This is an optimization exercise on Yosys and OpenROAD, whose aim is small area, not a production implementation.
Only simulation tests tie the RTL to the original design; equivalence was not proved.
Power and IR drop assume default switching activity.

Setup of yarrow:
Design rsb_pixel_top, start of the top module:
module rsb_pixel_top (
    input             clock,
    input             reset,         
    input             pixel_ready,   
    input      [ 7:0] x_addr,
    input      [ 8:0] y_addr,
    input      [ 5:0] game_state,
    output reg [15:0] pixel_data
);
Size: about 540 cells after synthesis, roughly 42 I/O pins.
Settings: LEC_CHECK=0, CAP_MARGIN=20, CORE_MARGIN=2, CORE_UTILIZATION=40, GPL_TIMING_DRIVEN=0, SLEW_MARGIN=20; clock period 10.0 ns.
standard.sh (not shown) runs the stock make flow with config.mk's settings and CLKGATE_MAP_FILE= SYNTH_SCRIPT=/design/flow/synth_recipe.tcl, a recipe that flattens the netlist after the stock synthesis.
==> flow/flow/run.sh <==
#!/bin/bash
# Layout flow: the standard synthesis, then an area-oriented re-mapping of the
# combinational logic (flip-flops kept as the standard synthesis made them), then the
# standard ORFS flow from floorplan to finish.
set -euo pipefail
WORK=$(pwd)
R=$WORK/orfs/results/$FLOW_PLATFORM/rsb_pixel_top/base
YOSYS=$(command -v yosys || echo "$FLOW_HOME/../tools/install/yosys/bin/yosys")

bash standard.sh synth > "$WORK/log_1_standard_synth.log" 2>&1

cp "$R/1_2_yosys.v" "$WORK/standard_synth.v"
SEQ=$(grep -oE '^ *sky130_fd_sc_hd__(df|edf|sdf|dl|sdl|lpflow_inputisolatch)[a-z0-9_]*' "$WORK/standard_synth.v" | sort -u | tr '\n' ' ')
sed -e "s#@IN@#$WORK/standard_synth.v#" -e "s#@OUT@#$WORK/remapped.v#" \
    -e "s#@ABC@#$WORK/flow/remap.abc#" -e "s#@TOP@#$FLOW_TOP#" \
    -e "s#@LIB@#$FLOW_HOME/platforms/sky130hd/lib/sky130_fd_sc_hd__tt_025C_1v80.lib#g" \
    -e "s#@DONTUSE@#$(cat flow/dont_use.txt | tr '\n' ' ')#" \
    -e "s#@SEQ@#$SEQ#" \
    flow/remap.ys.in > "$WORK/remap.ys"
"$YOSYS" -l "$WORK/log_2_remap.log" -s "$WORK/remap.ys" > /dev/null 2>&1

# the remapped netlist replaces the synthesis result; make rebuilds 1_synth.odb from it
cp "$WORK/remapped.v" "$R/1_2_yosys.v"
rm -f "$R/1_synth.odb" "$R/1_synth.sdc"
bash standard.sh BUFFER_PORTS_ARGS="-buffer_cell sky130_fd_sc_hd__buf_1" finish > "$WORK/log_3_standard_layout.log" 2>&1
test -s "$FLOW_OUT/final.def"
==> flow/flow/remap.abc <==
strash
&get -n
&deepsyn -T 600 -S 1
&put
dch
map -D 5000
topo
Other scripts of this flow, unchanged in this note and not shown: flow/flow/dont_use.txt, flow/flow/remap.ys.in
#### Input delta (quartz over yarrow)
==> flow/flow/remap.abc <==
strash
&get -n
&deepsyn -T 1500 -S 1
&put
dch
map -D 4000
topo
Results
- Going from yarrow to quartz, area of combinational cells with multiple inputs grows by 130 um^2.
- Compared with yarrow, in quartz routed length on met3 picked up an extra about 13%; minimum hold slack picked up an extra 0.024 ns.
For garnet, these inputs were changed with respect to quartz:
==> flow/flow/remap.abc <==
strash
&get -n
&deepsyn -T 600 -S 1
&put
dch
map -D 4000
topo
==> comparison <==
garnet reached the end of the flow, and the finished layout is clean on the timing, design-rule and antenna checks.
Re part of the power in combinational logic: quartz and garnet aren't equal, and the lower value belongs to quartz.
Side by side, worst setup slack turned out lower in garnet than in quartz.
Net switching power, quartz and garnet: higher on quartz
The sequential share of layout area of quartz and that of garnet are within noise of each other.
Going from quartz to garnet, total power shrank slightly.
Relative to quartz, fraction of cell area in non-clock buffers has increased by 0.29 points in garnet.
Inputs modified between garnet and raven:
==> flow/flow/remap.abc <==
strash
&get -n
&deepsyn -T 1500 -S 1
&put
dch
map -D 4500
topo
### Flow results
Diff garnet -> raven: final setup slack of the worst path essentially unchanged; number of buffers other than clock buffers in the final layout essentially unchanged; power after layout decreased about 3%; area of all placed cells without fillers increased 1.9%; cell count along the critical path increased 6. Re headroom to the max-slew limit: raven is 16 points up on garnet. raven vs garnet, most common library cell in the layout ignoring fill and taps: nand2_1 vs nor2_1.

## static timing again, ports no longer ideal
In the flow no input, the clock included, has a driving cell. The finished layouts below were timed again as built, in two steps. Step 1, drivers: a clkbuf_16 drives clock and a buf_2 each remaining input, both assumed. Step 2 also shifts input and output timing later by t, the mid clock arrival at the registers, as if the neighbouring blocks saw the same clock. Slacks: ideal ports / drivers / drivers and shift; pairs: ideal ports / drivers.
| run | shift t [ns] | setup WS [ns] | worst hold slack (ns) |
|---|---|---|---|
| yarrow | 0.238 | 0.514 / 0.511 / 0.272 | 0.636 / 0.636 / 0.636 |
| quartz | 0.242 | 0.870 / 0.862 / 0.619 | 0.660 / 0.660 / 0.660 |
| garnet | 0.232 | 0.636 / 0.633 / 0.401 | 0.715 / 0.715 / 0.715 |
| raven | 0.233 | 0.637 / 0.634 / 0.401 | 0.706 / 0.706 / 0.706 |
After both steps every run listed still meets setup and hold. For quartz, which loses most, drivers alone change the setup slack by -0.008 ns; drivers and shift together by -0.251 ns.
